This design comes from an exercise in tuning for small area on the open sky130 flow, not from production work.
No run shown here included a check of the RTL's function; only the layout flow was run.
Power is estimated from default activity; no workload was simulated.

$ cat flow/flow/run.sh
#!/bin/bash
# The standard layout (standard.sh, which runs the ORFS flow unchanged),
# with two settings passed through the environment:
#  - the clock tree is built without dummy loads (CTS -dont_use_dummy_load);
#  - ports are buffered with the smallest buffer.
# Each tool's full output goes to standard_run.log in this folder.
set -euo pipefail
export CTS_ARGS="-sink_clustering_enable -repair_clock_nets -dont_use_dummy_load -sink_clustering_size 20 -sink_clustering_max_diameter 50 -buf_list sky130_fd_sc_hd__clkbuf_8"
export BUFFER_PORTS_ARGS="-buffer_cell sky130_fd_sc_hd__buf_1"
bash standard.sh > standard_run.log 2>&1
$ cat flow/standard.sh
#!/bin/bash
# synth_recipe.tcl (not shown) runs the flow's synth.tcl, then flattens the netlist and writes it again
# the make line also repeats each setting of config.mk as NAME=value (left out here)
make -C /OpenROAD-flow-scripts/flow DESIGN_CONFIG=/design/flow/config.mk WORK_HOME=/design/flow/orfs CLKGATE_MAP_FILE= SYNTH_SCRIPT=/design/flow/synth_recipe.tcl "${@:-finish}"
$ cat flow/config.mk
export PLATFORM = sky130hd
export DESIGN_NAME = HR_estimator
export DESIGN_NICKNAME = HR_estimator
export VERILOG_FILES = /design/flow/design.v
export SDC_FILE = /design/flow/constraint.sdc
export NUM_CORES = 8
export LEC_CHECK = 0
export CAP_MARGIN = 20
export CORE_MARGIN = 2
export CORE_UTILIZATION = 45
export CTS_BUF_LIST = sky130_fd_sc_hd__clkbuf_8
export CTS_CLUSTER_DIAMETER = 50
export CTS_CLUSTER_SIZE = 20
export PLACE_DENSITY = 0.6
export SLEW_MARGIN = 20
$ cat flow/constraint.sdc
create_clock -name core_clock -period 650.0 [get_ports {clk}]
set_input_delay 130.0000 -clock core_clock [delete_from_list [all_inputs] [get_ports {clk}]]
set_output_delay 130.0000 -clock core_clock [all_outputs]
set_load 0.01 [all_outputs]
$ cat flow/design.v
module HR_estimator #(
        parameter CLK_FREQ = 200,
        parameter NUM_PEAKS = 4
)(
    input  wire        clk,
    input  wire        rst,
    input  wire        sample_en,
    input  signed [7:0] Xin,
    output wire [31:0] bpm
);
    wire [10:0] Y;
    wire [9:0]  mx;
    wire        pd, clr, idle;
    wire [13:0] q;
    hr_pre  u_pre  (.clk(clk), .rst(rst), .se(sample_en), .Xin(Xin), .clr(clr),
                    .idle(idle), .Y(Y));
    hr_peak u_peak (.clk(clk), .rst(rst), .se(sample_en), .Y(Y), .mx(mx), .pd(pd));
    hr_ring u_ring (.clk(clk), .rst(rst), .se(sample_en), .H(Y[10:1]), .mx(mx),
                    .idle(idle), .clr(clr));
    hr_rr   u_rr   (.clk(clk), .rst(rst), .se(sample_en), .pd(pd), .clr(clr), .q(q));
    assign bpm = {18'd0, q};
endmodule
module hr_pre (
    input  wire        clk,
    input  wire        rst,
    input  wire        se,
    input  signed [7:0] Xin,
    input  wire        clr,       
    input  wire        idle,      
    output reg  [10:0] Y
);
    reg signed [7:0] xp;
    reg  [4:0] act;
    wire [4:0] astep = {act[3:0], act[4] ^ act[2]};
    wire signed [8:0] dx = Xin - xp;
    wire flat = (dx <= 9'sd20) && (dx >= -9'sd20);
    wire sleep = (act == 5'd17);
    wire a16   = (act == 5'd24);
    wire pre = se & ~sleep;
    always @(posedge clk or posedge rst) begin
        if (rst) begin
            xp  <= 8'sd0;
            act <= 5'd1;
        end else if (se) begin
            xp <= Xin;
            if (sleep)      act <= flat ? 5'd17 : 5'd1;
            else if (a16)   act <= 5'd17;
            else            act <= flat ? astep : 5'd1;
        end
    end
    reg  [7:0] dr [0:5];
    reg  [2:0] c6;
    reg  [2:0] st;        
    reg signed [10:0] acc;
    wire [7:0] dt = dr[5];
    wire       dins = (st == 3'd1) & (c6 == 3'd0);
    integer i;
    always @(posedge clk) begin
        for (i = 5; i > 0; i = i - 1)
            dr[i] <= dr[i-1];
        dr[0] <= clr ? 8'd0 : (dins ? xp : dt);
        if (clr) c6 <= 3'd0;
        else if (!dins) c6 <= (c6 == 3'd5) ? 3'd0 : c6 + 3'd1;
    end
    wire        dbl = (st == 3'd2) | (st == 3'd4);
    wire        neg = (st == 3'd3) | (st == 3'd4);
    wire [10:0] opd = dbl ? {{2{dt[7]}}, dt, 1'b0} : {{3{dt[7]}}, dt};
    wire [10:0] sum = (dins ? 11'd0 : acc) + (neg ? ~opd : opd) + {10'd0, neg};
    always @(posedge clk)
        if (dins | (st == 3'd2) | (st == 3'd3) | (st == 3'd4)) acc <= sum;
    wire signed [7:0] dsh = acc[10:3];
    wire [6:0] rect = dsh[7] ? -dsh[6:0] : dsh[6:0];
    reg  [3:0] c2;
    reg  [6:0] w [0:15];
    wire       wins = (st == 3'd5) & (c2 == 4'd0) & idle;
    always @(posedge clk) begin
        for (i = 15; i > 0; i = i - 1)
            w[i] <= w[i-1];
        w[0] <= clr ? 7'd0 : (wins ? rect : w[15]);
        if (clr) c2 <= 4'd0;
        else if (!wins) c2 <= c2 + 4'd1;
    end
    always @(posedge clk or posedge rst) begin
        if (rst) begin
            st <= 3'd0;
            Y  <= 11'd0;
        end else begin
            if (pre) st <= 3'd1;
            else if (dins | (st == 3'd2) | (st == 3'd3) | (st == 3'd4)) st <= st + 3'd1;
            else if (wins) st <= 3'd0;
            if (wins) Y <= Y + rect - w[15];
        end
    end
endmodule
module hr_peak (
    input  wire        clk,
    input  wire        rst,
    input  wire        se,
    input  wire [10:0] Y,
    input  wire [9:0]  mx,        
    output reg         pd
);
    reg  [9:0] thr, mv;           
    reg  [5:0] ps;
    reg  [3:0] tcnt;
    wire slow = (ps == 6'd42);
    wire raw = {1'b0, Y} > ({2'b0, thr} + 12'd50);
    wire heavy = ~slow | (tcnt == 4'd7);
    always @(posedge clk or posedge rst) begin
        if (rst) begin
            thr <= 0; mv <= 0; pd <= 0; ps <= 6'd1; tcnt <= 0;
        end else if (se) begin
            pd <= raw;
            tcnt <= tcnt + 4'd1;
            if (ps == 6'd53)  ps <= 6'd42;      
            else if (raw)     ps <= 6'd1;
            else if (!slow)   ps <= {ps[4:0], ps[5] ^ ps[4]};
            if (heavy) begin
                thr <= mv;
                mv  <= mx;
            end
        end
    end
endmodule
module hr_ring (
    input  wire        clk,
    input  wire        rst,
    input  wire        se,
    input  wire [9:0]  H,
    output wire [9:0]  mx,
    output wire        idle,
    output reg         clr
);
    localparam NW = 198;                    
    reg  [3:0] r [0:NW-1];
    reg  [7:0] c;                           
    reg  [1:0] f;                           
    reg  [1:0] mode;                        
    reg        fs;                          
    reg  [9:0] V;                           
    reg  [8:0] z;                           
    reg  [2:0] oatr;                        
    wire [3:0] tap = r[NW-1];
    wire       start = (mode == 2'd1) & (c == 8'd0);
    assign idle = (mode == 2'd0);
    reg  [9:0]  mxr;                        
    wire [9:0]  X  = mode[1] ? V : mxr;
    wire [10:0] Dx = {1'b0, X} - {1'b0, H};
    wire        lo = Dx[10] & mode[0];      
    wire [9:0]  v0 = lo ? H : X;
    wire [9:0]  Dv = lo ? 10'd0 : Dx[9:0];  
    wire [8:0]  z0 = start ? 9'd0 : z;
    wire        Dhi = |Dv[9:3];
    wire        zhi = (z0[8:3] == 6'b011111);    
    reg  [3:0] ow;
    reg  [1:0] m;
    reg  [2:0] o, zc;       
    reg  [2:0] oat;         
    reg        fsn, fnext, fhere;
    reg  [1:0] fl;
    integer k;
    wire [9:0] zn = {1'b0, z0} + {7'd0, zc};
    wire       zdone = zn[8] & (|zn[7:0] | zn[9]);    
    always @(*) begin
        ow = tap; o = 3'd0; zc = 3'd0; oat = 3'd0; fsn = start ? 1'b0 : fs;
        m = start ? 2'd2 : mode; fhere = 1'b0; fnext = 1'b0; fl = f;
        for (k = 0; k < 4; k = k + 1) begin
            if (!(start && k < f)) begin
                if (m == 2'd2) begin
                    if (!tap[k]) begin
                        zc = zc + 3'd1;
                        if (!fsn && !(start && k == f)) begin
                            fsn = 1'b1; oat = o; fhere = 1'b1; fl = k;
                        end
                    end else begin
                        o = o + 3'd1;
                    end
                    if ((!Dhi && Dv[2:0] == o) || (zhi && ({1'b0, z0[2:0]} + zc == 4'd8))) begin
                        m = 2'd3;
                        if (!fsn) begin
                            fsn = 1'b1; oat = o;
                            if (k == 3) begin fnext = 1'b1; fl = 2'd0; end
                            else begin fhere = 1'b1; fl = k + 1; end
                        end
                    end
                end else if (m == 2'd3) begin
                    if (Dhi || Dv[2:0] > o) begin
                        ow[k] = 1'b1; o = o + 3'd1;
                    end else begin
                        ow[k] = 1'b0; zc = zc + 3'd1;
                    end
                end
            end
        end
    end
    wire [1:0] mnext = (m == 2'd3 && zdone) ? 2'd0 : m;
    wire [9:0] vn = v0 - {7'd0, mode[1] | start ? o : oatr};
    assign mx = vn;                         
    wire busy = start | mode[1];
    integer j;
    always @(posedge clk) begin
        for (j = NW-1; j > 0; j = j - 1)
            r[j] <= r[j-1];
        r[0] <= clr ? 4'd0 : (busy ? ow : tap);
        if (clr) f <= 2'd0;
        if (busy) begin
            V <= vn;
            z <= z0 + {6'd0, zc};
            fs <= fsn;
            f <= fl;
        end
    end
    always @(posedge clk or posedge rst) begin
        if (rst) begin
            clr <= 1'b1; c <= 8'd0; mode <= 2'd0; mxr <= 10'd0; oatr <= 3'd0;
        end else begin
            if (clr & (c == NW-1)) clr <= 1'b0;
            if (busy & fhere)      c <= 8'd1;
            else if (busy & fnext) c <= 8'd0;
            else                   c <= (c == NW-1) ? 8'd0 : c + 8'd1;
            if (busy) begin
                mode <= mnext;
                if (fhere | fnext) begin mxr <= v0; oatr <= oat; end
            end else if (se) begin
                mode <= 2'd1;
                mxr <= vn; oatr <= 3'd0;
            end
        end
    end
endmodule
module hr_rr (
    input  wire        clk,
    input  wire        rst,
    input  wire        se,
    input  wire        pd,
    input  wire        clr,
    output reg  [13:0] q
);
    reg  [18:0] tr, cr;
    reg  [4:0]  p;
    reg         ppd, done, pz, pend, act, cya, cyb, sh, run, dpend;
    reg  [1:0]  icnt, op;       
    reg  [3:0]  dc;
    wire rise = pd & ~ppd;
    wire go   = pend & (p == 5'd0);
    wire en   = go | act;
    wire p0   = (p == 5'd0);
    wire tb   = tr[18];
    wire cb   = cr[18];
    wire low  = ~p[4];                           
    wire [13:0] DIVIDEND = 14'd12000;
    wire tsub = (op == 2'd1);
    wire tadd = (op[0] & ~tsub) | tsub;          
    wire ta_b = cb ^ tsub;
    wire ta_c = p0 ? tsub : cya;
    wire tnew = tb ^ ta_b ^ ta_c;
    wire first = (dc == 4'd13);
    wire rold  = cb & ~first;
    wire dsub  = first | q[0];
    wire da    = p0 ? DIVIDEND[dc] : sh;
    wire db    = (low & tr[16]) ^ dsub;
    wire dcin  = p0 ? dsub : cyb;
    wire dsum  = da ^ db ^ dcin;
    wire icin  = p0 | cyb;
    wire cinc  = low & (cb ^ icin);
    always @(posedge clk) begin
        p <= (p == 5'd18 || clr) ? 5'd0 : p + 5'd1;
        tr <= {tr[17:0], clr ? 1'b0 : ((en & tadd) ? tnew : tb)};
        cr <= {cr[17:0], clr ? 1'b0 : (run ? dsum : (en ? cinc : cb))};
        cya <= (tb & ta_b) | (tb & ta_c) | (ta_b & ta_c);
        cyb <= run ? ((da & db) | (da & dcin) | (db & dcin)) : (cb & icin);
        sh  <= rold;
        if (run) begin
            if (p == 5'd18) dc <= dc - 4'd1;
        end else dc <= 4'd13;
    end
    always @(posedge clk or posedge rst) begin
        if (rst) begin
            ppd <= 0; done <= 0; pz <= 1'b1; icnt <= 0; pend <= 0; act <= 0;
            op <= 0; run <= 0; q <= 0; dpend <= 0;
        end else begin
            if (go) pend <= 1'b0;
            if (go) act <= 1'b1;
            else if (p == 5'd18) act <= 1'b0;
            if (se && !done) begin
                ppd  <= pd;
                pend <= 1'b1;
                op   <= !rise ? 2'd0 : pz ? 2'd1 : (icnt == 2'd3) ? 2'd3 : 2'd2;
                if (rise && !pz) begin
                    icnt <= icnt + 2'd1;
                    if (icnt == 2'd3) done <= 1'b1;
                end
            end
            if (en && op != 2'd0) begin
                if (op != 2'd3) begin
                    if (low) pz <= (p0 | pz) & ~cb;
                end else begin
                    if (p == 5'd2)                  pz <= tnew;
                    else if (p > 5'd2 && p < 5'd18) pz <= pz | tnew;
                    else if (p == 5'd18)            pz <= pz & ~tnew;
                end
            end
            if (done && se && icnt == 2'd0) begin
                icnt <= 2'd1;
                if (pz) dpend <= 1'b1;
            end
            if (dpend && p == 5'd18) begin
                dpend <= 1'b0;
                run <= 1'b1;
            end
            if (run && p == 5'd18) begin
                q <= {q[12:0], ~dsum};
                if (dc == 4'd0) run <= 1'b0;
            end
        end
    end
endmodule
==> results of run 1 <==
==> area by class of cell <==
class	count	area, sq um
clock buffers	89	1220
multi-input cells	1077	7790
well taps	950	1190
fillers	6185	36600
repair buffers	34	170
inverters	96	363
diodes	1	2.50
flip-flops and latches	1149	23900
==> cells in the final DEF, fill, tap and decap left out, types with 19 or more instances in the layout <==
| cell | n |
|---|---|
| a21o_1 | 23 |
| a21oi_1 | 83 |
| buf_1 | 23 |
| clkbuf_8 | 89 |
| dfrtp_1 | 103 |
| dfxtp_1 | 1009 |
| edfxtp_1 | 33 |
| ha_1 | 102 |
| inv_1 | 94 |
| mux2_2 | 57 |
| mux2i_1 | 24 |
| nand2_1 | 148 |
| nand3_1 | 36 |
| nor2_1 | 103 |
| nor2b_1 | 19 |
| nor3_1 | 19 |
| o21ai_0 | 74 |
| xnor2_1 | 56 |
| xor2_1 | 47 |
==> sequential cells by signal (all words and copies together), names as in the netlist, 5 cells and up, named ones only <==
register	flops
u_peak.thr	10
u_pre.act	5
u_rr.tr	19
u_peak.mv	10
u_rr.cr	19
u_ring.r	792
u_ring.mxr	10
u_ring.V	10
u_rr.p	5
u_pre.w	112
u_pre.Y	11
u_peak.ps	6
u_ring.c	8
u_pre.acc	11
u_ring.z	9
u_pre.dr	48
u_rr.q	14
u_pre.xp	8
==> stage by stage <==
| stage | power [mW] | cells |
|---|---|---|
| final | 0.118 | 3396 |
| after global routing | 0.125 | 3396 |
| after CTS | 0.120 | 3395 |
| after detailed placement | 0.0883 | 3306 |
| after global placement | 0.0878 | 3306 |
| after floorplan | 0.0857 | 2387 |
==> per-layer routing <==
| metal | up-vias | GRT usage (%) | share of wire, % |
|---|---|---|---|
| li1 | 7973 | - | - |
| met1 | 7597 | 19.2 | 51 |
| met2 | 269 | 19.8 | 42 |
| met3 | 109 | 2.66 | 3.7 |
| met4 | 0 | 4.96 | 3.1 |
| met5 | - | 0 | 0 |
==> kinds of logic after synthesis <==
family | after synthesis
flops | 1149
simple gates | 437
compound gates | 311
buf+inv | 161
fa+ha+maj | 119
xor+xnor | 103
mux | 89
other cells | 1
==> cells in the mapped netlist (all sizes together), types with 16 or more instances <==
| master | number |
|---|---|
| dfxtp | 1009 |
| nand2 | 149 |
| dfrtp | 103 |
| nor2 | 103 |
| ha | 102 |
| inv | 96 |
| a21oi | 85 |
| o21ai | 75 |
| mux2 | 64 |
| xnor2 | 56 |
| xor2 | 47 |
| nand3 | 36 |
| buf | 33 |
| edfxtp | 33 |
| clkbuf | 32 |
| mux2i | 25 |
| a21o | 24 |
| nor2b | 19 |
| nor3 | 19 |
| nand2b | 18 |
| fa | 17 |
| and3 | 16 |
==> path summary, 6_finish.rpt <==
path	slack, ps	depth (start not counted)	endpoint
worst max-delay path	517800	16	u_pre.act[4]$_DFFE_PP0P_
worst min-delay path	210	0	u_ring.r[186][1]$_DFF_P_
worst max register to register	639000	42	u_ring.mode[0]$_DFFE_PP0P_
worst min register to register	210	0	u_ring.r[186][1]$_DFF_P_
max in group asynchronous	519580	3	u_pre.Y[1]$_DFFE_PP0P_
min in group asynchronous	129270	2	u_peak.pd$_DFFE_PP0P_
==> power by group through the flow <==
stage	clock, mW	combinational [mW]	sequential (mW)
2_1_floorplan	0	0.00984	0.0759
3_3_place_gp	0	0.0116	0.0762
3_5_place_dp	0	0.0120	0.0764
4_1_cts	0.0335	0.0121	0.0748
5_1_grt	0.0359	0.0138	0.0750
6_report	0.0318	0.0120	0.0748
==> results.toml, run 1 <==
[worst_setup_path]
required_ps = 650610
crit_chain = "buf_1 > inv_1 > ha_1 > fa_1 > nor2b_1 > o21ai_0 > nand2b_1 > a21o_1 > a21o_1 > a2111oi_0 > a21oi_1 > o41a_1 > nand2b_1 > o21ai_0 > a21oi_1 > a21oi_1"
slowest_stage = "o41a_1"
cp_top_family = "compound AO/OA/AOI/OAI gates"
critPathMaxFanout = 5
startpoint_type = "primary input"
cp-end-kind = "register"
crit_start = "Xin[0]"
arrival_ps = 132800
cpPeakStageDelay_ps = 500
critPathKind = "in2reg"
crit_buf_inv = 2
r2r-start = "u_ring.mode[1]$_DFFE_PP0P_"
crit_top_cell = "a21oi_1"

[place]
dp_hpwl_microns = 30000
dp_slack_ps = 517050
portBuffers = 24
gp_congestion = 0.804
dpl-instance-area_sq_um = 33400

[clock_network]
clock_latency_ps = 710
clk_pin_slew_ps = 100
cts_buffers = 89
clock_sink_count = 1149
cts_tree = "built"
cts_root_buf = "clkbuf_8"
cts_resized = 0
h-tree-depth = 3
hold_buffers = 0
clockBufferDepth = 3
postCtsSetupRepairBufs = 0

[floorplanning]
start_util_pct = 45.3
rows = 98
ioPinCount = 43
fp.coreArea_sq_um = 71200
design.die.area_sq_um = 73900
dieWidth_microns = 272
die_h_microns = 272

[logic_synthesis]
muxShareOfSynthArea_pct = 3.05
synth_top_area_share_pct = 62.5
synth_area_sq_um = 32300
yosys.area.top_type = "dfxtp_1"
syn_area_per_cell_sq_um = 13.6
synth-simple-area-share_pct = 6.52
ys_top_cells_by_area = "dfxtp_1 63%, dfrtp_1 8.0%, ha_1 4.0%"
synth_edf_count = 33
synth_xor_area_share_pct = 2.79
synth-adder-area-share_pct = 5.01
yosysWarnings = 7
synth_flop_cell = "dfxtp_1"
syn_inst = 2370
synth_cell_types = 98
ys_async_sr_fraction_pct = 9.31
synth_compound_area_share_pct = 6.54
synth-seq-area-share_pct = 73.9
synth_top_family_by_area = "compound AO/OA/AOI/OAI gates"
ys_ff_latch = 1149

[power]
p_per_area_nw_per_um2 = 3.42
internal-power_uw = 91.1
clkPwrFrac_pct = 26.8
switching_share_pct = 23.1
p_sw_uw = 27.3
p_comb_share_pct = 10.1
peakVddDrop_mv = 0.00172
p_seq_share_pct = 63.1
p_leak_nw = 14.5

[timing]
hold_viol_final = 0
post-route-period-util_pct = 20.3
fin_setup_tns_ps = 0
slew_violations = 0
holdWs_ps = 206
setup_viol = 0
fmax_mhz = 7.56
worst_pin_slew_ps = 978
skew_ps = 117
period_needed_ps = 132200
grt_setup_unrepaired = "no"
fin_ws_ps = 517800
max_slew_margin_pct = 34.8

[drt]
postRouteAntennaNets = 0
drcViolationCount = 0
drt_pass1_iterations = 5
first_iter_violations = 873
wire_per_inst_microns = 14.1
num_vias = 15900
wirelength_microns = 48000
drt-vias-per-instance = 4.70

[cells_and_area]
nNetsFinal = 2577
utilization_pct = 48.6
area_growth_pct = 7.17
post-route-cell-area_sq_um = 34600
drive_gt1_share_pct = 7.85

[hold_path]
hold_class = "reg2reg"
hp-start = "u_ring.r[185][1]$_DFF_P_"

[run]
maxCapViolations = 0

[grt]
grt_pass1_vias = 16000
grt_max_degree = 80
grt_usage_pct = 13.3
antenna_found_initial = 1
grt-ovfl-total = 0
grt_pass1_wl_microns = 81400

[status]
outcome = "complete, no violations"
==> inputs of run 2 (changes only) <==
==> flow/flow/run.sh (replaced) <==
#!/bin/bash
# The standard layout (standard.sh, which runs the ORFS flow unchanged),
# with two settings passed through the environment:
#  - the clock tree is built without dummy loads (CTS -dont_use_dummy_load);
#  - ports are buffered with the smallest buffer.
# Each tool's full output goes to standard_run.log in this folder.
set -euo pipefail
export CTS_ARGS="-sink_clustering_enable -repair_clock_nets -dont_use_dummy_load -sink_clustering_size 30 -sink_clustering_max_diameter 30 -buf_list {sky130_fd_sc_hd__clkbuf_16}"
export BUFFER_PORTS_ARGS="-buffer_cell sky130_fd_sc_hd__buf_1"
bash standard.sh > standard_run.log 2>&1
==> run 2 against run 1 <==
Net effect:
- routed wire length rose by 3.8%
- combinational power about the same
- worst setup slack improved by 18 ps
- flip-flop and latch count is the same
- global-route usage is 0.70 points higher
- hold slack better by 39 ps
- synthesized cell count unchanged
- first-iteration DRC count is 4.0% higher
- area after synthesis unchanged
- via count rose by 2.7%
- critical path depth is the same
==> results.toml, run 2 <==
[timing]
period_needed_ps = 132180
holdWs_ps = 246
skew_ps = 94.9
setup_viol = 0
fin_setup_tns_ps = 0
worst_pin_slew_ps = 979
post-route-period-util_pct = 20.3
fmax_mhz = 7.57
hold_viol_final = 0
slew_violations = 0
max_slew_margin_pct = 34.7
grt_setup_unrepaired = "no"

[logic_synthesis]
netlist_top_cells_count = "1,009 x dfxtp_1, 148 x nand2_1, 103 x dfrtp_1, 103 x nor2_1, 102 x ha_1"
syn_inst = 2370
synth_top_area_share_pct = 62.5
yosys.area.top_type = "dfxtp_1"
yosysWarnings = 7
synth_area_sq_um = 32300
synth_cell_types = 98
ys_ff_latch = 1149
synth_flop_cell = "dfxtp_1"
synth_edf_count = 33
ys_async_sr_fraction_pct = 9.31
yosysMostFrequentCell = "dfxtp_1"
syn_area_per_cell_sq_um = 13.6
ys_top_cells_by_area = "dfxtp_1 63%, dfrtp_1 8.0%, ha_1 4.0%"
synth-seq-area-share_pct = 73.9

[power]
internal-power_uw = 120
switching_share_pct = 21.3
p_sw_uw = 32.5
p_seq_share_pct = 49.2
p_leak_nw = 15.8
peakVddDrop_mv = 0.00307
p_comb_share_pct = 7.9
p_per_area_nw_per_um2 = 4.10
clkPwrFrac_pct = 42.9

[grt]
grt-ovfl-total = 0
antenna_found_initial = 0
grt_pass1_wl_microns = 84900
grt_pass1_vias = 16900
grt_usage_pct = 14.0
grt_max_degree = 80

[worst_setup_path]
crit_chain = "buf_1 > inv_1 > ha_1 > fa_1 > nor2b_1 > o21ai_0 > nand2b_1 > a21o_1 > a21o_1 > a2111oi_0 > a21oi_1 > o41a_1 > nand2b_1 > o21ai_0 > a21oi_1 > a21oi_1"
cpPeakStageDelay_ps = 500
required_ps = 650590
crit_top_cell = "a21oi_1"
cp-end-kind = "register"
arrival_ps = 132770
critPathMaxFanout = 5
slowest_stage = "o41a_1"
cp_top_family = "compound AO/OA/AOI/OAI gates"
crit_buf_inv = 2
startpoint_type = "primary input"
critPathKind = "in2reg"

[floorplanning]
start_util_pct = 45.3
design.die.area_sq_um = 73900
die_h_microns = 272
fp.coreArea_sq_um = 71200
ioPinCount = 43
dieWidth_microns = 272
rows = 98

[place]
dp_hpwl_microns = 30000
portBuffers = 24
gp_congestion = 0.804

[clock_network]
hold_buffers = 0
cts_tree = "built"
cts_root_buf = "clkbuf_16"
cts_buffers = 154
clock_sink_count = 1149
postCtsSetupRepairBufs = 0
clockBufferDepth = 3
clk_pin_slew_ps = 60
cts_resized = 0
h-tree-depth = 4
clock_latency_ps = 690

[drt]
first_iter_violations = 908
wirelength_microns = 49800
num_vias = 16400
postRouteAntennaNets = 0
drt-vias-per-instance = 4.73
drcViolationCount = 0
wire_per_inst_microns = 14.4
drt_pass1_iterations = 7

[cells_and_area]
regMostFlops = "u_ring.r"
largest_reg_flops = 792
layout_commonest_cell = "dfxtp_1"
area_growth_pct = 15.3
nNetsFinal = 2642
seq_area_sq_um = 23900
multiInputGateArea_sq_um = 7790
top_regs = "u_ring.r x792, u_pre.w x112, u_pre.dr x48"
final_cell_mix = "1,009 x dfxtp_1, 154 x clkbuf_16, 148 x nand2_1, 103 x nor2_1, 103 x dfrtp_1"
insertedDiodeCount = 0
utilization_pct = 52.3
fillers = 5903
drive_gt1_share_pct = 10.2

[hold_path]
hold_class = "reg2reg"

[status]
outcome = "complete, no violations"

[run]
maxCapViolations = 0
run 2: area by class of cell:
class,instances,area share (%)
Multi-Input combinational cell,1077,20.9
Inverter,96,0.974
Sequential cell,1149,64.1
Clock buffer,154,10.3
Timing Repair Buffer,34,0.457
Tap cell,950,3.19
run 2: final timing paths:
check / start / endpoint / slack, ps / cells past startpoint
setup reg to reg: u_ring.mode[1]$_DFFE_PP0P_ / u_ring.mode[0]$_DFFE_PP0P_ / 639020 / 42
min in group asynchronous: rst / u_peak.ps[2]$_DFFE_PP0P_ / 129300 / 2
hold / removal: u_ring.r[56][0]$_DFF_P_ / u_ring.r[57][0]$_DFF_P_ / 250 / 0
hold reg to reg: u_ring.r[56][0]$_DFF_P_ / u_ring.r[57][0]$_DFF_P_ / 250 / 0
setup / recovery: Xin[0] / u_pre.act[4]$_DFFE_PP0P_ / 517820 / 16
max in group asynchronous: rst / u_pre.Y[1]$_DFFE_PP0P_ / 519570 / 3
run 2: kinds of logic after synthesis:
family / Yosys count / synth area share (%)
flops: 1149 / 73.9
simple gates: 437 / 6.52
compound gates: 311 / 6.54
buf+inv: 161 / 2.16
fa+ha+maj: 119 / 5.01
xor+xnor: 103 / 2.79
mux: 89 / 3.05
other cells: 1 / 0.0116
run 2: per-layer routing:
layer / vias up / wire (microns) / track usage [%]
met5: - / 0 / 0
met3: 131 / 2230 / 3.42
met1: 7791 / 24800 / 19.3
li1: 8116 / - / -
met4: 0 / 1690 / 6.97
met2: 335 / 21100 / 20.6
run 2: metrics by stage:
stage                     cell area (sq um)  power (mW)  instances  setup WS [ps]
after floorplan                       32400      0.0857       2387         517190
after global placement                33400      0.0878       3306         517220
after detailed placement              33400      0.0883       3306         517050
after CTS                             37200       0.155       3460         517850
after global routing                  37200       0.160       3460         517540
final                                 37200       0.153       3460         517820
run 2: worst reg2reg max path: cells and delay by family, from the launching register on:
family,cells,cell delay [ps]
AOI/OAI and AO/OA,13,3620
and+or+nand+nor,16,2650
adders and majority gates,7,2510
muxes,3,980
DFF,1,600
buffers and inverters,2,370
xor gates and xnor gates,1,160
run 2: power groups by stage:
stage / Clock (mW) / Sequential (mW) / Combinational [mW]
2_1_floorplan: 0 / 0.0759 / 0.00984
3_3_place_gp: 0 / 0.0762 / 0.0116
3_5_place_dp: 0 / 0.0764 / 0.0120
4_1_cts: 0.0676 / 0.0750 / 0.0122
5_1_grt: 0.0706 / 0.0751 / 0.0138
6_report: 0.0655 / 0.0750 / 0.0121
==> inputs of run 3 (changes only) <==
==> flow/flow/run.sh (replaced) <==
#!/bin/bash
# The standard layout (standard.sh, which runs the ORFS flow unchanged),
# with two settings passed through the environment:
#  - the clock tree is built without dummy loads (CTS -dont_use_dummy_load);
#  - ports are buffered with the smallest buffer.
# Each tool's full output goes to standard_run.log in this folder.
set -euo pipefail
export CTS_ARGS="-sink_clustering_enable -repair_clock_nets -dont_use_dummy_load -sink_clustering_size 16 -sink_clustering_max_diameter 35 -buf_list {sky130_fd_sc_hd__clkbuf_8}"
export BUFFER_PORTS_ARGS="-buffer_cell sky130_fd_sc_hd__buf_1"
bash standard.sh > standard_run.log 2>&1
==> run 3 against run 2 <==
Net effect:
- sequential power hardly changed
- critical path depth stayed put
- via count is 1.1% lower
- core utilization is 2.8 points lower
- sequential share of layout area is 3.6 points higher
- hold slack worse by 4.2 ps
- area after synthesis stayed put
- routed wire length is 1.9% lower
- largest power group unchanged
- highest routed layer unchanged
==> results.toml, run 3 <==
[timing]
fmax_mhz = 7.57
grt_setup_unrepaired = "no"
skew_ps = 91.1
slew_violations = 0
post-route-period-util_pct = 20.3
max_slew_margin_pct = 34.8
period_needed_ps = 132170
hold_viol_final = 0
worst_pin_slew_ps = 978
fin_setup_tns_ps = 0
setup_viol = 0

[logic_synthesis]
syn_inst = 2370
muxShareOfSynthArea_pct = 3.05
yosysMostFrequentCell = "dfxtp_1"
synth_top_area_share_pct = 62.5
yosys.area.top_type = "dfxtp_1"
synth_cell_types = 98
ys_top_cells_by_area = "dfxtp_1 63%, dfrtp_1 8.0%, ha_1 4.0%"
synth_compound_area_share_pct = 6.54
synth_xor_area_share_pct = 2.79
yosysWarnings = 7
synth-simple-area-share_pct = 6.52
synth-seq-area-share_pct = 73.9
synth_edf_count = 33
synth_flop_cell = "dfxtp_1"
synth-adder-area-share_pct = 5.01
syn_area_per_cell_sq_um = 13.6
netlist_top_cells_count = "1,009 x dfxtp_1, 148 x nand2_1, 103 x dfrtp_1, 103 x nor2_1, 102 x ha_1"
ys_ff_latch = 1149
ys_async_sr_fraction_pct = 9.31
synth_area_sq_um = 32300
synth_top_family_by_area = "compound AO/OA/AOI/OAI gates"

[clock_network]
clock_sink_count = 1149
postCtsSetupRepairBufs = 0
hold_buffers = 0
clock_latency_ps = 750
h-tree-depth = 4
cts_buffers = 135
clockBufferDepth = 3
cts_resized = 0
cts_tree = "built"
clk_pin_slew_ps = 90
cts_root_buf = "clkbuf_8"

[drt]
drt-vias-per-instance = 4.70
num_vias = 16200
drt_pass1_iterations = 5
first_iter_violations = 854
wirelength_microns = 48900
drcViolationCount = 0
postRouteAntennaNets = 0
wire_per_inst_microns = 14.2

[cells_and_area]
seq_area_sq_um = 23900
top_regs = "u_ring.r x792, u_pre.w x112, u_pre.dr x48"
area_growth_pct = 9.13
fillers = 6112
layout_commonest_cell = "dfxtp_1"
largest_reg_flops = 792
final_cell_mix = "1,009 x dfxtp_1, 148 x nand2_1, 135 x clkbuf_8, 103 x nor2_1, 103 x dfrtp_1"
drive_gt1_share_pct = 9.55
nNetsFinal = 2623
regMostFlops = "u_ring.r"
multiInputGateArea_sq_um = 7790

[worst_setup_path]
crit_buf_inv = 2
cp-end-kind = "register"
arrival_ps = 132800
critPathKind = "in2reg"
cpPeakStageDelay_ps = 500
cp_top_family = "compound AO/OA/AOI/OAI gates"
crit_chain = "buf_1 > inv_1 > ha_1 > fa_1 > nor2b_1 > o21ai_0 > nand2b_1 > a21o_1 > a21o_1 > a2111oi_0 > a21oi_1 > o41a_1 > nand2b_1 > o21ai_0 > a21oi_1 > a21oi_1"
crit_top_cell = "a21oi_1"
startpoint_type = "primary input"
required_ps = 650630
slowest_stage = "o41a_1"
critPathMaxFanout = 5

[floorplanning]
dieWidth_microns = 272
fp.coreArea_sq_um = 71200
start_util_pct = 45.3
ioPinCount = 43
design.die.area_sq_um = 73900
rows = 98
die_h_microns = 272

[place]
portBuffers = 24
dp_hpwl_microns = 30000
gp_congestion = 0.804

[power]
power_uw = 126
peakVddDrop_mv = 0.00211
internal-power_uw = 97.3
p_leak_nw = 14.8
clkPwrFrac_pct = 31.2
p_seq_share_pct = 59.3
p_per_area_nw_per_um2 = 3.58
p_sw_uw = 28.9
p_comb_share_pct = 9.5
switching_share_pct = 22.9

[grt]
grt_pass1_wl_microns = 82700
grt_max_degree = 80
antenna_found_initial = 1
grt_pass1_vias = 16500
grt-ovfl-total = 0
grt_usage_pct = 13.6

[run]
maxCapViolations = 0

[status]
outcome = "complete, no violations"

[hold_path]
hold_class = "reg2reg"
## run 3: worst paths after layout
path	slack (ps)	endpoint	cells after the start	from
setup / recovery	517830	u_pre.act[4]$_DFFE_PP0P_	16	Xin[0]
hold / removal	240	u_ring.r[59][1]$_DFF_P_	0	u_ring.r[58][1]$_DFF_P_
setup reg to reg	639010	u_ring.mode[0]$_DFFE_PP0P_	42	u_ring.mode[1]$_DFFE_PP0P_
hold reg to reg	240	u_ring.r[59][1]$_DFF_P_	0	u_ring.r[58][1]$_DFF_P_
max in group asynchronous	519640	u_rr.q[12]$_DFFE_PP0P_	3	rst
min in group asynchronous	129240	u_peak.ps[2]$_DFFE_PP0P_	2	rst
## run 3: area by class of cell
cell class / instances / share of cell area [%]
Antenna cell: 1 / 0.00710
Clock buffer: 135 / 5.27
Inverter: 96 / 1.03
Multi-Input combinational cell: 1077 / 22.1
Sequential cell: 1149 / 67.7
Tap cell: 950 / 3.37
Timing Repair Buffer: 34 / 0.483
## run 3: power by group through the flow
stage | combinational (mW) | sequential, mW | clock, mW
floorplan | 0.00984 | 0.0759 | 0
global placement | 0.0116 | 0.0762 | 0
detailed placement | 0.0120 | 0.0764 | 0
CTS | 0.0121 | 0.0748 | 0.0412
global route | 0.0138 | 0.0750 | 0.0440
finish | 0.0120 | 0.0748 | 0.0394
## run 3: layer usage
metal  vias up  track usage, %  part of all wire [%]
met3       137            3.25                   4.7
met1      7664            19.1                    50
li1       8071               -                     -
met4         0            6.80                   3.4
met2       318            19.8                    41
met5         -               0                     0
## run 3: cell families (layout without fill, tap and decap cells)
| logic type | count (synthesis) | in the layout |
|---|---|---|
| other | 1 | 19 |
| XOR/XNOR | 103 | 103 |
| multiplexers | 89 | 89 |
| flip-flops | 1149 | 1149 |
| buffers and inverters | 161 | 265 |
| adder cells (fa/ha/maj) | 119 | 119 |
| AO/OA/AOI/OAI | 311 | 311 |
| AND/OR/NAND/NOR | 437 | 437 |
## run 3: worst reg2reg max path, delay by kind of cell (launching register included)
family	cells	cell delay [ps]
compound gates	13	3610
xor+xnor	1	160
fa+ha+maj	7	2510
buf+inv	2	370
flops	1	610
mux	3	990
simple gates	16	2680
## run 3: stage by stage
stage / instance area [sq um] / util [%] / worst slack, ps / cells / hold slack, ps
after floorplan: 32400 / - / 517190 / 2387 / 310
after global placement: 33400 / 46.9 / 517220 / 3306 / 311
after detailed placement: 33400 / 46.9 / 517050 / 3306 / 312
after CTS: 35200 / 49.5 / 517870 / 3441 / 219
after global routing: 35200 / 49.5 / 517470 / 3442 / 224
final: 35200 / 49.5 / 517830 / 3442 / 241
==> inputs of run 4 (changes only) <==
==> flow/flow/run.sh (replaced) <==
#!/bin/bash
# The standard layout (standard.sh, which runs the ORFS flow unchanged),
# with two settings passed through the environment:
#  - the clock tree is built without dummy loads (CTS -dont_use_dummy_load);
#  - ports are buffered with the smallest buffer.
# Each tool's full output goes to standard_run.log in this folder.
set -euo pipefail
export CTS_ARGS="-sink_clustering_enable -repair_clock_nets -dont_use_dummy_load -sink_clustering_size 12 -sink_clustering_max_diameter 30 -buf_list {sky130_fd_sc_hd__clkbuf_4 sky130_fd_sc_hd__clkbuf_8} -sink_clustering_buffer sky130_fd_sc_hd__clkbuf_4 -tree_buf sky130_fd_sc_hd__clkbuf_8 -root_buf sky130_fd_sc_hd__clkbuf_8"
export BUFFER_PORTS_ARGS="-buffer_cell sky130_fd_sc_hd__buf_1"
bash standard.sh > standard_run.log 2>&1
==> run 4 against run 3 <==
Net effect:
- still clean
- clock skew grew 22 ps
- flip-flop and latch count is the same
- cell count up 0.67%
- fmax is essentially flat
- hold slack improved by 13 ps
- register-to-register slack about the same
==> results.toml, run 4 <==
[drt]
wire_per_inst_microns = 14.0
first_iter_violations = 771
postRouteAntennaNets = 0
drcViolationCount = 0
wirelength_microns = 48300
num_vias = 16400
drt_pass1_iterations = 5
drt-vias-per-instance = 4.73

[logic_synthesis]
ys_ff_latch = 1149
synth_top_area_share_pct = 62.5
ys_async_sr_fraction_pct = 9.31
syn_area_per_cell_sq_um = 13.6
synth_flop_cell = "dfxtp_1"
yosysMostFrequentCell = "dfxtp_1"
synth_cell_types = 98
synth_edf_count = 33
ys_top_cells_by_area = "dfxtp_1 63%, dfrtp_1 8.0%, ha_1 4.0%"
synth_area_sq_um = 32300
yosysWarnings = 7
synth-seq-area-share_pct = 73.9
yosys.area.top_type = "dfxtp_1"
syn_inst = 2370
netlist_top_cells_count = "1,009 x dfxtp_1, 148 x nand2_1, 103 x dfrtp_1, 103 x nor2_1, 102 x ha_1"

[place]
dpl-instance-area_sq_um = 33400
place_inst = 3306
dp_hpwl_microns = 30000
gp_congestion = 0.804
portBuffers = 24

[cells_and_area]
drive_gt1_share_pct = 10.4
layout_commonest_cell = "dfxtp_1"
largest_reg_flops = 792
finalNonFillerCells = 3465
nNetsFinal = 2646
regMostFlops = "u_ring.r"
fillers = 6223
final_cell_mix = "1,009 x dfxtp_1, 148 x nand2_1, 141 x clkbuf_4, 103 x nor2_1, 103 x dfrtp_1"
post-route-cell-area_sq_um = 34700
top_regs = "u_ring.r x792, u_pre.w x112, u_pre.dr x48"
area_growth_pct = 7.38

[timing]
worst_pin_slew_ps = 978
period_needed_ps = 132190
fmax_mhz = 7.56
max_slew_margin_pct = 34.8
grt_setup_unrepaired = "no"
hold_viol_final = 0
setup_viol = 0
holdWs_ps = 254
fin_setup_tns_ps = 0
skew_ps = 113
post-route-period-util_pct = 20.3
slew_violations = 0

[grt]
grt-ovfl-total = 0
grt_max_degree = 80
use_met3_pct = 3.44
grt_usage_pct = 13.6
grt_util_met2_pct = 19.8
antenna_found_initial = 1
grt_most_used_layer = "met2"
grt_pass1_vias = 16700
grt_pass1_wl_microns = 82800
met1_usage_pct = 19.0

[power]
clkPwrFrac_pct = 27.2
peakVddDrop_mv = 0.00171
power_uw = 119
p_leak_nw = 14.6
p_per_area_nw_per_um2 = 3.43
p_comb_share_pct = 10.1
switching_share_pct = 23.3
p_sw_uw = 27.8
p_seq_share_pct = 62.8
internal-power_uw = 91.3

[floorplanning]
fp.coreArea_sq_um = 71200
die_h_microns = 272
dieWidth_microns = 272
start_util_pct = 45.3
rows = 98
ioPinCount = 43
design.die.area_sq_um = 73900

[worst_setup_path]
crit_chain = "buf_1 > inv_1 > ha_1 > fa_1 > nor2b_1 > o21ai_0 > nand2b_1 > a21o_1 > a21o_1 > a2111oi_0 > a21oi_1 > o41a_1 > nand2b_1 > o21ai_0 > a21oi_1 > a21oi_1"
cp-end-kind = "register"
critPathKind = "in2reg"
required_ps = 650610
slowest_stage = "o41a_1"
crit_top_cell = "a21oi_1"
cp_top_family = "compound AO/OA/AOI/OAI gates"
cpPeakStageDelay_ps = 500
startpoint_type = "primary input"
critPathMaxFanout = 5
crit_buf_inv = 2
arrival_ps = 132800

[status]
outcome = "complete, no violations"

[clock_network]
cts_buffers = 158
h-tree-depth = 4
clk_pin_slew_ps = 100
clock_latency_ps = 760
clock_sink_count = 1149
hold_buffers = 0
cts_tree = "built"
postCtsSetupRepairBufs = 0
cts_resized = 0
clockBufferDepth = 3
cts_root_buf = "clkbuf_8"

[run]
maxCapViolations = 0

[hold_path]
hold_class = "reg2reg"
-- run 4: cell counts after synthesis --
No cell type changed its count.
-- run 4: worst paths after layout --
path,startpoint,endpoint,slack [ps],cells after the start
min,u_ring.r[4][0]$_DFF_P_,u_ring.r[5][0]$_DFF_P_,250,0
max reg2reg,u_ring.mode[1]$_DFFE_PP0P_,u_ring.mode[0]$_DFFE_PP0P_,639020,42
max in group asynchronous,rst,u_pre.Y[2]$_DFFE_PP0P_,519640,3
min in group asynchronous,rst,u_peak.ps[2]$_DFFE_PP0P_,129230,2
max,Xin[0],u_pre.act[4]$_DFFE_PP0P_,517810,16
min reg2reg,u_ring.r[4][0]$_DFF_P_,u_ring.r[5][0]$_DFF_P_,250,0
-- run 4: logic make-up (layout without fill, tap and decap cells) --
group / after synthesis / in the layout / synth area share [%]
other: 1 / 19 / 0.0116
AOI/OAI and AO/OA: 311 / 311 / 6.54
xor gates and xnor gates: 103 / 103 / 2.79
muxes: 89 / 89 / 3.05
and+or+nand+nor: 437 / 437 / 6.52
buffers and inverters: 161 / 288 / 2.16
DFF: 1149 / 1149 / 73.9
adders and majority gates: 119 / 119 / 5.01
-- run 4: final cells by class --
| class | instances | area (sq um) | area share [%] |
|---|---|---|---|
| Timing Repair Buffer | 34 | 170 | 0.491 |
| Sequential cell | 1149 | 23900 | 68.8 |
| Tap cell | 950 | 1190 | 3.43 |
| Inverter | 96 | 363 | 1.05 |
| Antenna cell | 1 | 2.50 | 0.00722 |
| Multi-Input combinational cell | 1077 | 7790 | 22.5 |
| Clock buffer | 158 | 1290 | 3.73 |
-- run 4: worst register-to-register path, delay by kind of cell, from the launching register on --
family | cells | cell delay (ps)
compound gates | 13 | 3610
simple gates | 16 | 2650
fa+ha+maj | 7 | 2510
mux | 3 | 980
flops | 1 | 620
buf+inv | 2 | 370
xor+xnor | 1 | 160
-- run 4: power by group through the flow --
stage / Clock, mW / Combinational [mW] / Sequential, mW
floorplan: 0 / 0.00984 / 0.0759
global placement: 0 / 0.0116 / 0.0762
detailed placement: 0 / 0.0120 / 0.0764
CTS: 0.0344 / 0.0121 / 0.0748
global route: 0.0373 / 0.0138 / 0.0750
finish: 0.0324 / 0.0120 / 0.0747
-- run 4: stage by stage --
stage	worst slack [ps]	utilization, %
final	517810	48.7
after global routing	517460	48.7
after CTS	517860	48.7
after detailed placement	517050	46.9
after global placement	517220	46.9
after floorplan	517190	-
-- run 4: layer usage --
layer  wire length (microns)  up-vias  share of wire, %
met2                   20400      362                42
met5                       0        -                 0
met3                    2330      116               4.8
met1                   24200     7768                50
li1                        -     8160                 -
met4                    1460        0               3.0
==> inputs of run 5 (changes only) <==
--- a/flow/design.v
+++ b/flow/design.v
@@ -48,17 +48,14 @@
             else            act <= flat ? astep : 5'd1;
         end
     end
-    reg  [7:0] dr [0:5];
+    reg  [47:0] dr;       
     reg  [2:0] c6;
     reg  [2:0] st;        
     reg signed [10:0] acc;
-    wire [7:0] dt = dr[5];
+    wire [7:0] dt = dr[47:40];
     wire       dins = (st == 3'd1) & (c6 == 3'd0);
-    integer i;
     always @(posedge clk) begin
-        for (i = 5; i > 0; i = i - 1)
-            dr[i] <= dr[i-1];
-        dr[0] <= clr ? 8'd0 : (dins ? xp : dt);
+        dr <= {dr[39:0], clr ? 8'd0 : (dins ? xp : dt)};
         if (clr) c6 <= 3'd0;
         else if (!dins) c6 <= (c6 == 3'd5) ? 3'd0 : c6 + 3'd1;
     end
@@ -71,12 +68,11 @@
     wire signed [7:0] dsh = acc[10:3];
     wire [6:0] rect = dsh[7] ? -dsh[6:0] : dsh[6:0];
     reg  [3:0] c2;
-    reg  [6:0] w [0:15];
+    reg  [111:0] w;       
+    wire [6:0] wt = w[111:105];
     wire       wins = (st == 3'd5) & (c2 == 4'd0) & idle;
     always @(posedge clk) begin
-        for (i = 15; i > 0; i = i - 1)
-            w[i] <= w[i-1];
-        w[0] <= clr ? 7'd0 : (wins ? rect : w[15]);
+        w <= {w[104:0], clr ? 7'd0 : (wins ? rect : wt)};
         if (clr) c2 <= 4'd0;
         else if (!wins) c2 <= c2 + 4'd1;
     end
@@ -88,7 +84,7 @@
             if (pre) st <= 3'd1;
             else if (dins | (st == 3'd2) | (st == 3'd3) | (st == 3'd4)) st <= st + 3'd1;
             else if (wins) st <= 3'd0;
-            if (wins) Y <= Y + rect - w[15];
+            if (wins) Y <= Y + rect - wt;
         end
     end
 endmodule
@@ -131,8 +127,8 @@
     output wire        idle,
     output reg         clr
 );
-    localparam NW = 198;                    
-    reg  [3:0] r [0:NW-1];
+    localparam NW = 197;                    
+    reg  [4*NW-1:0] r;                      
     reg  [7:0] c;                           
     reg  [1:0] f;                           
     reg  [1:0] mode;                        
@@ -140,7 +136,7 @@
     reg  [9:0] V;                           
     reg  [8:0] z;                           
     reg  [2:0] oatr;                        
-    wire [3:0] tap = r[NW-1];
+    wire [3:0] tap = r[4*NW-1:4*NW-4];
     wire       start = (mode == 2'd1) & (c == 8'd0);
     assign idle = (mode == 2'd0);
     reg  [9:0]  mxr;                        
@@ -197,11 +193,8 @@
     wire [9:0] vn = v0 - {7'd0, mode[1] | start ? o : oatr};
     assign mx = vn;                         
     wire busy = start | mode[1];
-    integer j;
     always @(posedge clk) begin
-        for (j = NW-1; j > 0; j = j - 1)
-            r[j] <= r[j-1];
-        r[0] <= clr ? 4'd0 : (busy ? ow : tap);
+        r <= {r[4*NW-5:0], clr ? 4'd0 : (busy ? ow : tap)};
         if (clr) f <= 2'd0;
         if (busy) begin
             V <= vn;
==> flow/flow/run.sh (replaced) <==
#!/bin/bash
# The standard layout (standard.sh, which runs the ORFS flow unchanged),
# with two settings passed through the environment:
#  - the clock tree is built without dummy loads (CTS -dont_use_dummy_load);
#  - ports are buffered with the smallest buffer.
# Each tool's full output goes to standard_run.log in this folder.
set -euo pipefail
export CTS_ARGS="-sink_clustering_enable -repair_clock_nets -dont_use_dummy_load -sink_clustering_size 20 -sink_clustering_max_diameter 50 -buf_list sky130_fd_sc_hd__clkbuf_8"
export BUFFER_PORTS_ARGS="-buffer_cell sky130_fd_sc_hd__buf_1"
bash standard.sh > standard_run.log 2>&1
==> run 5 against run 4 <==
Net effect:
- critical path type unchanged
- hold slack improved by 8.6 ps
- power rose by 48%
- highest routed layer unchanged
- fmax fell by 0.16%
- sequential share of layout area fell by 0.16 points
- die area rose by 0.36%
- combinational power rose to 5.0 times the previous value
- non-clock buffer count did not move
- routed wire length rose by 3.2%
- flip-flop and latch count fell by 4
- core utilization fell by 0.13 points
- design area barely moved
==> results.toml, run 5 <==
[status]
outcome = "complete, no violations"

[cells_and_area]
utilization_pct = 48.5
finalNonFillerCells = 3418
area_growth_pct = 6.89
post-route-cell-area_sq_um = 34600
regMostFlops = "u_ring.r"
top_regs = "u_ring.r x788, u_pre.w x112, u_pre.dr x48"
nNetsFinal = 2597
largest_reg_flops = 788
final_cell_mix = "1,005 x dfxtp_1, 137 x nand2_1, 113 x nor2_1, 103 x dfrtp_1, 101 x ha_1"
drive_gt1_share_pct = 7.87
fillers = 6202
layout_commonest_cell = "dfxtp_1"

[floorplanning]
start_util_pct = 45.4
dieWidth_microns = 272
ioPinCount = 43
rows = 98
design.die.area_sq_um = 74200
fp.coreArea_sq_um = 71400
die_h_microns = 272

[place]
gp_congestion = 0.817
dpl-instance-area_sq_um = 33500
place_inst = 3332
portBuffers = 24
dp_hpwl_microns = 31800

[run]
maxCapViolations = 0

[drt]
first_iter_violations = 864
wire_per_inst_microns = 14.6
num_vias = 16200
drt_pass1_iterations = 8
wirelength_microns = 49900
postRouteAntennaNets = 0
drcViolationCount = 0
drt-vias-per-instance = 4.74

[power]
p_leak_nw = 14.3
peakVddDrop_mv = 0.00244
p_per_area_nw_per_um2 = 5.08

[timing]
grt_setup_unrepaired = "no"
post-route-period-util_pct = 20.4
worst_pin_slew_ps = 1070
fmax_mhz = 7.55
slew_violations = 0
setup_viol = 0
fin_setup_tns_ps = 0
hold_viol_final = 0
skew_ps = 129
max_slew_margin_pct = 28.1
period_needed_ps = 132400

[clock_network]
cts_tree = "built"
clock_latency_ps = 720
clk_pin_slew_ps = 110
clock_sink_count = 1145
h-tree-depth = 3
cts_root_buf = "clkbuf_8"
cts_buffers = 84
clockBufferDepth = 3
hold_buffers = 0
cts_resized = 0
postCtsSetupRepairBufs = 0

[worst_setup_path]
required_ps = 650600
cp-end-kind = "register"
critPathKind = "in2reg"
startpoint_type = "primary input"
arrival_ps = 133000
critPathMaxFanout = 6

[grt]
grt_pass1_wl_microns = 84100
grt-ovfl-total = 0
grt_usage_pct = 13.8
grt_pass1_vias = 16300
antenna_found_initial = 2
grt_max_degree = 59

[logic_synthesis]
ys_async_sr_fraction_pct = 9.34
synth-adder-area-share_pct = 4.95
ys_top_cells_by_area = "dfxtp_1 62%, dfrtp_1 8.0%, ha_1 3.9%"
synth-seq-area-share_pct = 73.4
synth-simple-area-share_pct = 6.83
synth_area_sq_um = 32400
syn_area_per_cell_sq_um = 13.5
netlist_top_cells_count = "1,005 x dfxtp_1, 137 x nand2_1, 113 x nor2_1"
synth_cell_types = 94
muxShareOfSynthArea_pct = 2.98
synth_top_family_by_area = "compound AO/OA/AOI/OAI gates"
synth_xor_area_share_pct = 2.57
synth_top_area_share_pct = 62.1
synth_flop_cell = "dfxtp_1"
ys_ff_latch = 1145
yosysMostFrequentCell = "dfxtp_1"
yosysWarnings = 4
yosys.area.top_type = "dfxtp_1"
synth_compound_area_share_pct = 7.04
synth_edf_count = 33
syn_inst = 2395

[hold_path]
hold_class = "reg2reg"
-- run 5: cell count changes after synthesis, sizes merged, moves of 7 or more --
cell | previous run | this run
nand2 | 149 | 137
nor2 | 103 | 113
nand2b | 18 | 27
o21ai | 75 | 84
o211ai | 4 | 11
-- run 5: where the power goes --
| group | internal [mW] | switching, mW | leakage (nW) |
|---|---|---|---|
| clock | 0.0116 | 0.0195 | 0.604 |
| sequential | 0.0804 | 0.00412 | 9.81 |
| combinational | 0.0248 | 0.0356 | 3.91 |
| total | 0.117 | 0.0591 | 14.3 |
-- run 5: worst paths after layout --
path / start / to / slack (ps) / cells past startpoint
max: Xin[0] / u_pre.act[4]$_DFFE_PP0P_ / 517600 / 17
max in group asynchronous: rst / u_pre.Y[2]$_DFFE_PP0P_ / 519370 / 3
max reg2reg: u_ring.mode[1]$_DFFE_PP0P_ / u_ring.mxr[9]$_DFFE_PP0P_ / 638590 / 42
min: u_ring.r[773]$_DFF_P_ / u_ring.r[777]$_DFF_P_ / 260 / 0
min in group asynchronous: rst / u_ring.mxr[3]$_DFFE_PP0P_ / 129490 / 2
min reg2reg: u_ring.r[773]$_DFF_P_ / u_ring.r[777]$_DFF_P_ / 260 / 0
-- run 5: layer usage --
layer  part of all wire (%)  routed length [microns]  vias to the layer above  GRT usage, %
li1                       -                        -                     8059             -
met1                     51                    25500                     7760          20.3
met2                     41                    20600                      274          20.1
met3                    4.3                     2140                      106          2.87
met4                    3.1                     1560                        0          5.06
met5                      0                        0                        -             0
-- run 5: layout make-up --
| cell class | count | area (sq um) | share of cell area [%] |
|---|---|---|---|
| clock buffer | 84 | 1160 | 3.34 |
| inverter | 97 | 367 | 1.06 |
| timing repair buffer | 34 | 166 | 0.480 |
| multi-input combinational | 1106 | 7970 | 23.0 |
| antenna | 2 | 5.00 | 0.0144 |
| tap | 950 | 1190 | 3.43 |
| sequential | 1145 | 23800 | 68.7 |
-- run 5: kinds of logic after synthesis --
logic type,after synthesis
compound gates,335
xor+xnor,95
fa+ha+maj,118
buf+inv,161
flops,1145
mux,86
other cells,1
simple gates,454
-- run 5: worst max-delay path, cell delays in order --
cell and delay [ps]:
buf_1 110, inv_1 50, ha_1 220, fa_1 420, nor2b_1 130, o21ai_0 80
nand2b_1 120, a21o_1 140, a21o_1 140, xor2_1 190, nand2_1 70, or3_1 300
mux2i_1 390, mux2i_1 150, nor4b_1 280, a21oi_1 70, a21oi_1 150
-- run 5: metrics by stage --
stage | worst slack [ps] | power [mW] | hold WS [ps]
6_report | 517600 | 0.176 | 263
2_1_floorplan | 517190 | 0.132 | 310
3_5_place_dp | 516900 | 0.146 | 312
5_1_grt | 517410 | 0.189 | 273
4_1_cts | 517640 | 0.178 | 266
3_3_place_gp | 516880 | 0.145 | 310
==> inputs of run 6 (changes only) <==
--- a/flow/config.mk
+++ b/flow/config.mk
@@ -5,11 +5,11 @@
 export SDC_FILE = /design/flow/constraint.sdc
 export NUM_CORES = 8
 export LEC_CHECK = 0
-export CAP_MARGIN = 20
+export CAP_MARGIN = 0
 export CORE_MARGIN = 2
 export CORE_UTILIZATION = 45
 export CTS_BUF_LIST = sky130_fd_sc_hd__clkbuf_8
 export CTS_CLUSTER_DIAMETER = 50
 export CTS_CLUSTER_SIZE = 20
 export PLACE_DENSITY = 0.6
-export SLEW_MARGIN = 20
+export SLEW_MARGIN = 0
==> run 6 against run 5 <==
Net effect:
- critical path depth unchanged
- cell count about the same
- global-route usage unchanged
- synthesized cell count unchanged
- register-to-register slack about the same
- area after synthesis unchanged
- via count decreased by 0.36%
- power about the same
==> results.toml, run 6 <==
[place]
portBuffers = 24
dp_slack_ps = 516900
gp_congestion = 0.817
dpl-instance-area_sq_um = 33500
dp_hpwl_microns = 31800

[clock_network]
clock_latency_ps = 720
cts_root_buf = "clkbuf_8"
clk_pin_slew_ps = 110
clockBufferDepth = 3
h-tree-depth = 3
hold_buffers = 0
postCtsSetupRepairBufs = 0
cts_tree = "built"
cts_buffers = 84
cts_resized = 0
clock_sink_count = 1145

[logic_synthesis]
synth_top_area_share_pct = 62.1
synth-seq-area-share_pct = 73.4
synth_edf_count = 33
synth_flop_cell = "dfxtp_1"
yosys.area.top_type = "dfxtp_1"
yosysMostFrequentCell = "dfxtp_1"
yosysWarnings = 4
netlist_top_cells_count = "1,005 x dfxtp_1, 137 x nand2_1, 113 x nor2_1"
ys_ff_latch = 1145
syn_area_per_cell_sq_um = 13.5
ys_async_sr_fraction_pct = 9.34
ys_top_cells_by_area = "dfxtp_1 62%, dfrtp_1 8.0%, ha_1 3.9%"
synth_area_sq_um = 32400
syn_inst = 2395
synth_cell_types = 94

[grt]
grt_max_degree = 59
antenna_found_initial = 2
grt-ovfl-total = 0
grt_pass1_vias = 16300
grt_pass1_wl_microns = 84100
grt_usage_pct = 13.8

[power]
p_per_area_nw_per_um2 = 5.08
power_uw = 176
peakVddDrop_mv = 0.00244
p_leak_nw = 14.3

[drt]
drt-vias-per-instance = 4.72
drcViolationCount = 0
routed.top_layer = "met4"
wl_met3_microns = 2170
num_vias = 16100
first_iter_violations = 911
wire_per_inst_microns = 14.6
drt_pass1_iterations = 8
met1_length_microns = 25500
dr_wl_met2_microns = 20700
postRouteAntennaNets = 0
wirelength_microns = 49800

[worst_setup_path]
startpoint_type = "primary input"
crit_path_end = "u_pre.act[4]$_DFFE_PP0P_"
critPathMaxFanout = 6
crit_start = "Xin[0]"
cp-end-kind = "register"
required_ps = 650600
arrival_ps = 133000
reg2reg_depth = 42
r2r-start = "u_ring.mode[1]$_DFFE_PP0P_"
critPathKind = "in2reg"
reg2reg_to = "u_ring.mxr[9]$_DFFE_PP0P_"
r2r_slack_ps = 638580

[timing]
setup_viol = 0
hold_viol_final = 0
fin_ws_ps = 517600
skew_ps = 127
worst_pin_slew_ps = 1060
fin_setup_tns_ps = 0
max_slew_margin_pct = 27.4
period_needed_ps = 132400
grt_setup_unrepaired = "no"
fmax_mhz = 7.55
holdWs_ps = 265
slew_violations = 0
post-route-period-util_pct = 20.4

[floorplanning]
ioPinCount = 43
design.die.area_sq_um = 74200
die_h_microns = 272
fp.coreArea_sq_um = 71400
start_util_pct = 45.4
dieWidth_microns = 272
rows = 98

[cells_and_area]
final_cell_mix = "1,005 x dfxtp_1, 137 x nand2_1, 113 x nor2_1, 103 x dfrtp_1, 101 x ha_1"
nNetsFinal = 2597
regMostFlops = "u_ring.r"
layout_commonest_cell = "dfxtp_1"
drive_gt1_share_pct = 7.83
largest_reg_flops = 788
area_growth_pct = 6.88
post-route-cell-area_sq_um = 34600
top_regs = "u_ring.r x788, u_pre.w x112, u_pre.dr x48"

[run]
maxCapViolations = 0

[hold_path]
hold_class = "reg2reg"

[status]
outcome = "complete, no violations"
==> run 6: kinds of logic after synthesis <==
logic type      share of synthesized area (%)
flops                                    73.4
simple gates                             6.83
compound gates                           7.04
buf+inv                                  2.22
fa+ha+maj                                4.95
xor+xnor                                 2.57
mux                                      2.98
other cells                            0.0116
==> run 6: through the flow <==
| stage | std cells | utilization [%] |
|---|---|---|
| after global routing | 3418 | 48.5 |
| after CTS | 3416 | 48.5 |
| final | 3419 | 48.5 |
| after detailed placement | 3332 | 46.9 |
| after global placement | 3332 | 46.9 |
| after floorplan | 2412 | - |
==> run 6: worst min-delay path by stage <==
stage / start / to / slack [ps] / depth (start not counted)
global route: u_ring.r[773]$_DFF_P_ / u_ring.r[777]$_DFF_P_ / 270 / 0
detailed placement: u_pre.dr[36]$_DFF_P_ / u_pre.dr[44]$_DFF_P_ / 310 / 0
global placement: u_pre.dr[9]$_DFF_P_ / u_pre.dr[17]$_DFF_P_ / 310 / 0
floorplan: u_pre.dr[2]$_SDFF_PP0_ / u_pre.dr[10]$_DFF_P_ / 310 / 0
CTS: u_ring.r[773]$_DFF_P_ / u_ring.r[777]$_DFF_P_ / 270 / 0
finish: u_ring.r[773]$_DFF_P_ / u_ring.r[777]$_DFF_P_ / 260 / 0
==> run 6: area by class of cell <==
| class | instances | area, sq um |
|---|---|---|
| inverter | 97 | 367 |
| clock buffer | 84 | 1160 |
| tap | 950 | 1190 |
| multi-input combinational | 1106 | 7970 |
| antenna | 3 | 7.51 |
| sequential | 1145 | 23800 |
| timing repair buffer | 34 | 166 |
| fill | 6203 | 36700 |
==> run 6: metal layers <==
layer / GRT usage [%] / up-vias
li1: - / 8063
met1: 20.3 / 7698
met5: 0 / -
met3: 2.87 / 107
met2: 20.1 / 273
met4: 5.06 / 0
==> run 6: worst max-delay path, cell delays in order <==
cell	delay, ps
buf_1	110
inv_1	50
ha_1	220
fa_1	410
nor2b_1	130
o21ai_0	80
nand2b_1	120
a21o_1	140
a21o_1	140
xor2_1	190
nand2_1	70
or3_1	300
mux2i_1	390
mux2i_1	150
nor4b_1	280
a21oi_1	70
a21oi_1	150
==> run 6: report_power, final <==
group	switching, mW	total, mW	internal (mW)
sequential	0.00411	0.0845	0.0804
combinational	0.0355	0.0603	0.0248
clock	0.0195	0.0311	0.0116
total	0.0591	0.176	0.117
==> inputs of run 7 (changes only) <==
==> flow/config.mk (replaced) <==
export PLATFORM = sky130hd
export DESIGN_NAME = HR_estimator
export DESIGN_NICKNAME = HR_estimator
export VERILOG_FILES = /design/flow/design.v
export SDC_FILE = /design/flow/constraint.sdc
export NUM_CORES = 8
export LEC_CHECK = 0
export CAP_MARGIN = 20
export CORE_MARGIN = 2
export CORE_UTILIZATION = 60
export CTS_BUF_LIST = sky130_fd_sc_hd__clkbuf_8
export CTS_CLUSTER_DIAMETER = 50
export CTS_CLUSTER_SIZE = 20
export PLACE_DENSITY = 0.75
export SLEW_MARGIN = 20
==> run 7 against run 6 <==
Net effect:
- sequential power is essentially flat
- die area shrank 25%
- flip-flop and latch count is the same
- core utilization grew 15 points
- power shrank 0.24%
- largest power group unchanged
- routed wire length grew 1.7%
- design area shrank 1.2%
==> results.toml, run 7 <==
[grt]
grt-ovfl-total = 0
grt_pass1_vias = 16500
grt_pass1_wl_microns = 84000
grt_usage_pct = 18.6
antenna_found_initial = 4
grt_max_degree = 69

[logic_synthesis]
syn_inst = 2395
yosysMostFrequentCell = "dfxtp_1"
synth_flop_cell = "dfxtp_1"
ys_top_cells_by_area = "dfxtp_1 62%, dfrtp_1 8.0%, ha_1 3.9%"
synth-seq-area-share_pct = 73.4
synth_top_area_share_pct = 62.1
syn_area_per_cell_sq_um = 13.5
yosys.area.top_type = "dfxtp_1"
synth_area_sq_um = 32400
ys_async_sr_fraction_pct = 9.34
synth_edf_count = 33
yosysWarnings = 4
netlist_top_cells_count = "1,005 x dfxtp_1, 137 x nand2_1, 113 x nor2_1"
ys_ff_latch = 1145
synth_cell_types = 94

[cells_and_area]
final_cell_mix = "1,005 x dfxtp_1, 137 x nand2_1, 113 x nor2_1, 103 x dfrtp_1, 101 x ha_1"
largest_reg_flops = 788
layout_commonest_cell = "dfxtp_1"
top_regs = "u_ring.r x788, u_pre.w x112, u_pre.dr x48"
nNetsFinal = 2587
drive_gt1_share_pct = 7.49
regMostFlops = "u_ring.r"
fillers = 3887
area_growth_pct = 5.61

[timing]
worst_pin_slew_ps = 1100
hold_viol_final = 0
fin_setup_tns_ps = 0
fmax_mhz = 7.55
max_slew_margin_pct = 26.6
skew_ps = 111
post-route-period-util_pct = 20.4
period_needed_ps = 132360
slew_violations = 0
grt_setup_unrepaired = "no"
setup_viol = 0

[drt]
drt_pass1_iterations = 5
num_vias = 16200
drcViolationCount = 0
wire_per_inst_microns = 16.1
postRouteAntennaNets = 0
first_iter_violations = 939
wirelength_microns = 50600
drt-vias-per-instance = 5.14

[clock_network]
cts_tree = "built"
cts_buffers = 80
postCtsSetupRepairBufs = 0
clk_pin_slew_ps = 110
cts_resized = 0
clock_sink_count = 1145
clock_latency_ps = 690
h-tree-depth = 3
cts_root_buf = "clkbuf_8"
clockBufferDepth = 3
hold_buffers = 0

[worst_setup_path]
critPathMaxFanout = 6
cp_top_family = "simple AND/OR/NAND/NOR gates"
crit_buf_inv = 2
slowest_stage = "fa_1"
critPathKind = "in2reg"
cp-end-kind = "register"
crit_chain = "buf_1 > inv_1 > ha_1 > fa_1 > nor2b_1 > o21ai_0 > nand2b_1 > a21o_1 > a21o_1 > xor2_1 > nand2_1 > or3_1 > mux2i_1 > mux2i_1 > nor4b_1 > a21oi_1 > a21oi_1"
arrival_ps = 132950
required_ps = 650590
startpoint_type = "primary input"
cpPeakStageDelay_ps = 420

[place]
dp_hpwl_microns = 32600
portBuffers = 24
gp_congestion = 0.852

[floorplanning]
start_util_pct = 60.5
rows = 85
ioPinCount = 43
design.die.area_sq_um = 55900
die_h_microns = 236
dieWidth_microns = 236
fp.coreArea_sq_um = 53600

[hold_path]
hold_class = "reg2reg"

[power]
p_leak_nw = 14.3
peakVddDrop_mv = 0.00241
p_per_area_nw_per_um2 = 5.13
power_uw = 176

[status]
outcome = "complete, no violations"

[run]
maxCapViolations = 0
[run 7: per-layer routing]
layer	GRT usage, %	up-vias	part of all wire [%]
met5	0	-	0.026
met4	6.50	2	2.8
met1	27.0	7762	49
li1	-	8056	-
met3	3.66	96	4.1
met2	27.9	304	44
[run 7: power breakdown]
group          switching, mW  total [mW]  leakage [nW]  internal [mW]
registers            0.00438      0.0848          9.81         0.0804
clock network         0.0192      0.0303         0.575         0.0111
logic                 0.0356      0.0604          3.88         0.0248
[run 7: final timing paths]
| path | to | start | slack, ps | cells after the start |
|---|---|---|---|---|
| max | u_pre.act[4]$_DFFE_PP0P_ | Xin[0] | 517640 | 17 |
| min | u_ring.r[8]$_DFF_P_ | u_ring.r[4]$_DFF_P_ | 210 | 0 |
| max reg2reg | u_ring.mxr[9]$_DFFE_PP0P_ | u_ring.mode[1]$_DFFE_PP0P_ | 638190 | 42 |
| min reg2reg | u_ring.r[8]$_DFF_P_ | u_ring.r[4]$_DFF_P_ | 210 | 0 |
| max in group asynchronous | u_rr.icnt[0]$_DFFE_PP0P_ | rst | 519320 | 3 |
| min in group asynchronous | u_ring.c[4]$_DFF_PP0_ | rst | 129360 | 2 |
[run 7: logic make-up after synthesis]
group | after synthesis | share of synthesized area [%]
AOI/OAI and AO/OA | 335 | 7.04
xor gates and xnor gates | 95 | 2.57
adders and majority gates | 118 | 4.95
buffers and inverters | 161 | 2.22
DFF | 1145 | 73.4
muxes | 86 | 2.98
other | 1 | 0.0116
and+or+nand+nor | 454 | 6.83
[run 7: per-stage QoR]
step | util [%] | std cells | cell area [sq um] | setup slack [ps] | hold WS [ps]
after floorplan | - | 2412 | 32500 | 517190 | 310
after global placement | 61.8 | 3072 | 33100 | 517080 | 310
after detailed placement | 61.8 | 3072 | 33100 | 516990 | 312
after CTS | 63.8 | 3152 | 34200 | 517720 | 194
after global routing | 63.9 | 3155 | 34200 | 517310 | 201
final | 63.9 | 3155 | 34200 | 517640 | 205
[run 7: area by class of cell]
class / count / area, sq um / share of cell area [%]
flip-flops and latches: 1145 / 23800 / 69.5
diodes: 3 / 7.51 / 0.0219
well taps: 696 / 871 / 2.54
repair buffers: 28 / 121 / 0.355
clock buffers: 80 / 1100 / 3.22
inverters: 97 / 367 / 1.07
multi-input cells: 1106 / 7970 / 23.3

-- separate check: timing with driven ports --
The results above use ideal ports. As a check the final layouts listed here were re-extracted and re-timed, cells and wires unchanged.
Step 1, drivers: a clkbuf_16 drives clk and a buf_2 each remaining input, both assumed.
Step 2, shift: input delay + t, output delay - t, t = (earliest + latest rising clock arrival at the registers) / 2. This alone moves slack from input paths to output paths.
Three values: ideal, step 1, step 2; two values: the first two.
run	t, ns	setup slack, ns
run 1	0.719	517.803 / 517.840 / 517.121
run 2	0.722	517.821 / 517.858 / 517.136
run 3	0.781	517.826 / 517.863 / 517.082
run 4	0.770	517.810 / 517.848 / 517.077
run 5	0.715	517.600 / 517.630 / 516.915
run 6	0.714	517.597 / 517.628 / 516.914
run 7	0.700	517.636 / 517.606 / 516.907
After both steps every run listed still meets setup and hold.
